Background: an optimization exercise with open tools, aiming at small area. Do not read the settings as production practice.

==> flow/design.v <==
module background_collision (clk, rst, R_bg, G_bg, B_bg, ancora_bg_X, ancora_sp_X, ancora_bg_Y, ancora_sp_Y,
                        max_R_top, max_G_top, max_B_top, min_R_top, min_G_top, min_B_top, avg_R_top, avg_G_top, avg_B_top,
                        max_R_bottom, max_G_bottom, max_B_bottom, min_R_bottom, min_G_bottom, min_B_bottom, avg_R_bottom, avg_G_bottom, avg_B_bottom,
                        max_R_right, max_G_right, max_B_right, min_R_right, min_G_right, min_B_right, avg_R_right, avg_G_right, avg_B_right,
                        max_R_left, max_G_left, max_B_left, min_R_left, min_G_left, min_B_left, avg_R_left, avg_G_left, avg_B_left
                        );
    input wire clk, rst;
    input wire [7:0] R_bg, G_bg, B_bg;
    input wire [9:0] ancora_bg_X, ancora_sp_X, ancora_bg_Y, ancora_sp_Y;
    output wire [7:0] max_R_top, max_G_top, max_B_top, min_R_top, min_G_top, min_B_top, avg_R_top, avg_G_top, avg_B_top;
    output wire [7:0] max_R_bottom, max_G_bottom, max_B_bottom, min_R_bottom, min_G_bottom, min_B_bottom, avg_R_bottom, avg_G_bottom, avg_B_bottom;
    output wire [7:0] max_R_right, max_G_right, max_B_right, min_R_right, min_G_right, min_B_right, avg_R_right, avg_G_right, avg_B_right;
    output wire [7:0] max_R_left, max_G_left, max_B_left, min_R_left, min_G_left, min_B_left, avg_R_left, avg_G_left, avg_B_left;
    wire [10:0] dX = {1'b0, ancora_bg_X} - {1'b0, ancora_sp_X};
    wire [10:0] dY = {1'b0, ancora_bg_Y} - {1'b0, ancora_sp_Y};
    wire inXY = ~dX[10] & ~|dX[9:4] & ~dY[10] & ~|dY[9:4];
    wire x0 = dX[3:0] == 4'd0;
    wire x15 = &dX[3:0];
    wire y0 = dY[3:0] == 4'd0;
    wire y15 = &dY[3:0];
    wire hit = inXY & (x0 | x15 | y0 | y15);
    wire [1:0] reg_idx = x0 ? 2'd0 : x15 ? 2'd1 : y15 ? 2'd2 : 2'd3;
    reg rd, hd;
    reg [1:0] idx;
    reg [23:0] cd;
    always @(posedge clk) begin
        rd  <= rst;
        hd  <= hit;
        idx <= reg_idx;
        cd  <= {B_bg, G_bg, R_bg};
    end
    reg [143:0] S;
    reg [95:0]  MX;
    reg [95:0]  AV;
    genvar r, c;
    generate
        for (c = 0; c < 3; c = c + 1) begin : ch
            wire [7:0]  col  = cd[8*c +: 8];
            reg  [11:0] selS;
            reg  [7:0]  selM;
            always @* begin
                case (idx)
                    2'd0: begin selS = S[12*c +: 12];     selM = MX[8*c +: 8];     end
                    2'd1: begin selS = S[12*(3+c) +: 12]; selM = MX[8*(3+c) +: 8]; end
                    2'd2: begin selS = S[12*(6+c) +: 12]; selM = MX[8*(6+c) +: 8]; end
                    default: begin selS = S[12*(9+c) +: 12]; selM = MX[8*(9+c) +: 8]; end
                endcase
            end
            wire [11:0] nsum = selS + {4'd0, col};
            wire gt = col > selM;
            for (r = 0; r < 4; r = r + 1) begin : rg
                wire x  = hd & (idx == r);
                wire xm = x & gt;
                wire [11:0] wS = {12{ x & ~rd}};
                wire [11:0] hS = {12{~x & ~rd}};
                wire [7:0]  wM = {8{ xm & ~rd}};
                wire [7:0]  hM = {8{~xm & ~rd}};
                always @(posedge clk) begin
                    S[12*(3*r + c) +: 12] <= (wS & nsum) | (hS & S[12*(3*r + c) +: 12]);
                    AV[8*(3*r + c) +: 8]  <= (wS[7:0] & selS[11:4]) | (hS[7:0] & AV[8*(3*r + c) +: 8]);
                    MX[8*(3*r + c) +: 8]  <= (wM & col) | (hM & MX[8*(3*r + c) +: 8]);
                end
            end
        end
    endgenerate
    assign {max_B_top, max_G_top, max_R_top}          = MX[23:0];
    assign {max_B_bottom, max_G_bottom, max_R_bottom} = MX[47:24];
    assign {max_B_right, max_G_right, max_R_right}    = MX[71:48];
    assign {max_B_left, max_G_left, max_R_left}       = MX[95:72];
    assign {avg_B_top, avg_G_top, avg_R_top}          = AV[23:0];
    assign {avg_B_bottom, avg_G_bottom, avg_R_bottom} = AV[47:24];
    assign {avg_B_right, avg_G_right, avg_R_right}    = AV[71:48];
    assign {avg_B_left, avg_G_left, avg_R_left}       = AV[95:72];
    assign {min_B_top, min_G_top, min_R_top}          = 24'd0;
    assign {min_B_bottom, min_G_bottom, min_R_bottom} = 24'd0;
    assign {min_B_right, min_G_right, min_R_right}    = 24'd0;
    assign {min_B_left, min_G_left, min_R_left}       = 24'd0;
endmodule
module merge (stopMerge, R_bg, G_bg, B_bg, R_sp, G_sp, B_sp, R_outRegA, G_outRegA, B_outRegA, R_outRegB, G_outRegB, B_outRegB, posX_bg, posY_bg, posX_sp, posY_sp, reset, clk, readVgaSelector,max_R_top, max_G_top, max_B_top, min_R_top, min_G_top, min_B_top, avg_R_top, avg_G_top, avg_B_top,
                        max_R_bottom, max_G_bottom, max_B_bottom, min_R_bottom, min_G_bottom, min_B_bottom, avg_R_bottom, avg_G_bottom, avg_B_bottom,
                        max_R_right, max_G_right, max_B_right, min_R_right, min_G_right, min_B_right, avg_R_right, avg_G_right, avg_B_right,
                        max_R_left, max_G_left, max_B_left, min_R_left, min_G_left, min_B_left, avg_R_left, avg_G_left, avg_B_left);
    input wire clk, reset, readVgaSelector;
    input wire [7:0] R_bg, G_bg, B_bg, R_sp, G_sp, B_sp;
    input wire [9:0] posX_bg, posY_bg, posX_sp, posY_sp;
    output reg [127:0] R_outRegA, G_outRegA, B_outRegA, R_outRegB, G_outRegB, B_outRegB;
    output wire [7:0] max_R_top, max_G_top, max_B_top, min_R_top, min_G_top, min_B_top, avg_R_top, avg_G_top, avg_B_top,
                        max_R_bottom, max_G_bottom, max_B_bottom, min_R_bottom, min_G_bottom, min_B_bottom, avg_R_bottom, avg_G_bottom, avg_B_bottom,
                        max_R_right, max_G_right, max_B_right, min_R_right, min_G_right, min_B_right, avg_R_right, avg_G_right, avg_B_right,
                        max_R_left, max_G_left, max_B_left, min_R_left, min_G_left, min_B_left, avg_R_left, avg_G_left, avg_B_left;
    output stopMerge;
    reg [5:0] cnt;
    wire iniciarMerge = cnt[5] & cnt[0];
    reg [9:0] ancX, ancY;
    always @(posedge clk) begin
        if (reset) begin
            cnt  <= 6'd0;
            ancX <= 10'd0;
            ancY <= 10'd0;
        end else begin
            if (!iniciarMerge)
                cnt <= cnt + 6'd1;
            if (cnt == 6'd0) begin
                ancX <= posX_sp;
                ancY <= posY_sp;
            end
        end
    end
    reg [3:0] contadorA, contadorB;
    reg full_A, full_B;
    assign stopMerge = readVgaSelector ? full_A : full_B;
    wire goA = iniciarMerge &  readVgaSelector & ~full_A;
    wire goB = iniciarMerge & ~readVgaSelector & ~full_B;
    wire trans = (R_sp == 8'h17) & (G_sp == 8'h17) & (B_sp == 8'h17);
    wire [23:0] pix  = trans ? {B_bg, G_bg, R_bg} : {B_sp, G_sp, R_sp};
    always @(posedge clk) begin
        if (reset) begin
            contadorA <= 4'd0;
            contadorB <= 4'd0;
            full_A <= 1'b0;
            full_B <= 1'b0;
        end else if (iniciarMerge) begin
            contadorA <= (readVgaSelector && contadorA != 4'd15) ? contadorA + 4'd1 : 4'd0;
            contadorB <= (!readVgaSelector && contadorB != 4'd15) ? contadorB + 4'd1 : 4'd0;
            if (goA) begin
                full_B <= 1'b0;
                if (contadorA == 4'd15) full_A <= 1'b1;
            end else if (goB) begin
                full_A <= 1'b0;
                if (contadorA == 4'd15) full_B <= 1'b1;
            end
        end
    end
    genvar i;
    generate
        for (i = 0; i < 16; i = i + 1) begin : slot
            wire xA = goA & (contadorA == i);
            wire xB = goB & (contadorB == i);
            wire [23:0] wA = {24{ xA & ~reset}};
            wire [23:0] hA = {24{~xA & ~reset}};
            wire [23:0] wB = {24{ xB & ~reset}};
            wire [23:0] hB = {24{~xB & ~reset}};
            always @(posedge clk) begin
                {B_outRegA[8*i +: 8], G_outRegA[8*i +: 8], R_outRegA[8*i +: 8]} <=
                    (wA & pix) | (hA & {B_outRegA[8*i +: 8], G_outRegA[8*i +: 8], R_outRegA[8*i +: 8]});
                {B_outRegB[8*i +: 8], G_outRegB[8*i +: 8], R_outRegB[8*i +: 8]} <=
                    (wB & pix) | (hB & {B_outRegB[8*i +: 8], G_outRegB[8*i +: 8], R_outRegB[8*i +: 8]});
            end
        end
    endgenerate
    background_collision sprite01 (
        .clk(clk), .rst(reset),
        .R_bg(R_bg), .G_bg(G_bg), .B_bg(B_bg),
        .ancora_bg_X(posX_bg), .ancora_bg_Y(posY_bg),
        .ancora_sp_X(ancX), .ancora_sp_Y(ancY),
        .max_R_top(max_R_top), .max_G_top(max_G_top), .max_B_top(max_B_top),
        .min_R_top(min_R_top), .min_G_top(min_G_top), .min_B_top(min_B_top),
        .avg_R_top(avg_R_top), .avg_G_top(avg_G_top), .avg_B_top(avg_B_top),
        .max_R_bottom(max_R_bottom), .max_G_bottom(max_G_bottom), .max_B_bottom(max_B_bottom),
        .min_R_bottom(min_R_bottom), .min_G_bottom(min_G_bottom), .min_B_bottom(min_B_bottom),
        .avg_R_bottom(avg_R_bottom), .avg_G_bottom(avg_G_bottom), .avg_B_bottom(avg_B_bottom),
        .max_R_right(max_R_right), .max_G_right(max_G_right), .max_B_right(max_B_right),
        .min_R_right(min_R_right), .min_G_right(min_G_right), .min_B_right(min_B_right),
        .avg_R_right(avg_R_right), .avg_G_right(avg_G_right), .avg_B_right(avg_B_right),
        .max_R_left(max_R_left), .max_G_left(max_G_left), .max_B_left(max_B_left),
        .min_R_left(min_R_left), .min_G_left(min_G_left), .min_B_left(min_B_left),
        .avg_R_left(avg_R_left), .avg_G_left(avg_G_left), .avg_B_left(avg_B_left)
    );
endmodule
export LEC_CHECK = 0
export CAP_MARGIN = 20
export CORE_MARGIN = 2
export CORE_UTILIZATION = 40
export SLEW_MARGIN = 20
create_clock -name core_clock -period 10.0 [get_ports {clk}]
standard.sh (not shown) runs the stock make flow with config.mk's settings and CLKGATE_MAP_FILE= SYNTH_SCRIPT=/design/flow/synth_recipe.tcl, a recipe that flattens the netlist after the stock synthesis.
==> flow/flow/run.sh <==
#!/bin/bash
# Standard ORFS layout; the port buffers are the smallest buffer cell and the
# clock tree uses clkbuf_4.
set -euo pipefail
bash standard.sh \
  "BUFFER_PORTS_ARGS=-buffer_cell sky130_fd_sc_hd__buf_1" \
  "CTS_BUF_LIST=sky130_fd_sc_hd__clkbuf_4" \
  finish > standard_make.log 2>&1
The baseline finished with timing, DRC and antenna clean.
Edit:
==> flow/flow/run.sh (replaced) <==
#!/bin/bash
# Standard ORFS layout; the port buffers are the smallest buffer cell, the
# clock tree uses small clock buffers and no dummy loads.
set -euo pipefail
bash standard.sh \
  "BUFFER_PORTS_ARGS=-buffer_cell sky130_fd_sc_hd__buf_1" \
  "CTS_ARGS=-sink_clustering_enable -repair_clock_nets -buf_list {sky130_fd_sc_hd__clkbuf_2 sky130_fd_sc_hd__clkbuf_4} -dont_use_dummy_load" \
  finish > standard_make.log 2>&1
Result: Wire length is lower by 0.41%. Sequential cell count stays the same. Hold slack barely changes. Clock-buffer cell count falls by 121.
No run of this note included a check of the RTL's function; only the layout flow was run.

-- separate check: timing with driven ports --
Ports are ideal in the flow. The routed layouts listed here were re-timed in OpenROAD.
Step 1 sets driving cells, clkbuf_16 on the clock port and buf_2 on the other inputs (assumed; they add their load-dependent delay and slew).
Step 2 adds t to the input delays and takes it off the output delays; t is the mean of the earliest and latest rising clock arrival at the registers after step 1. Input paths then give back, and output paths get back, about the clock's delay inside the block.
a / b / c = ideal / step 1 / step 2; a / b = the first two.
run | shift t [ns] | setup slack, ns | slew at the worst register clock pin (ns) | cell pins on the clock port's net
the first run | 1.196 | 4.807 / 4.779 / 4.596 | 0.08 / 0.08 | 1
the second run | 1.211 | 4.824 / 4.796 / 4.547 | 0.07 / 0.07 | 1
After both steps setup and hold are still met in every run listed. The setup slack of the second run, which loses most, moves by -0.028 ns with the drivers and by -0.277 ns with both steps.
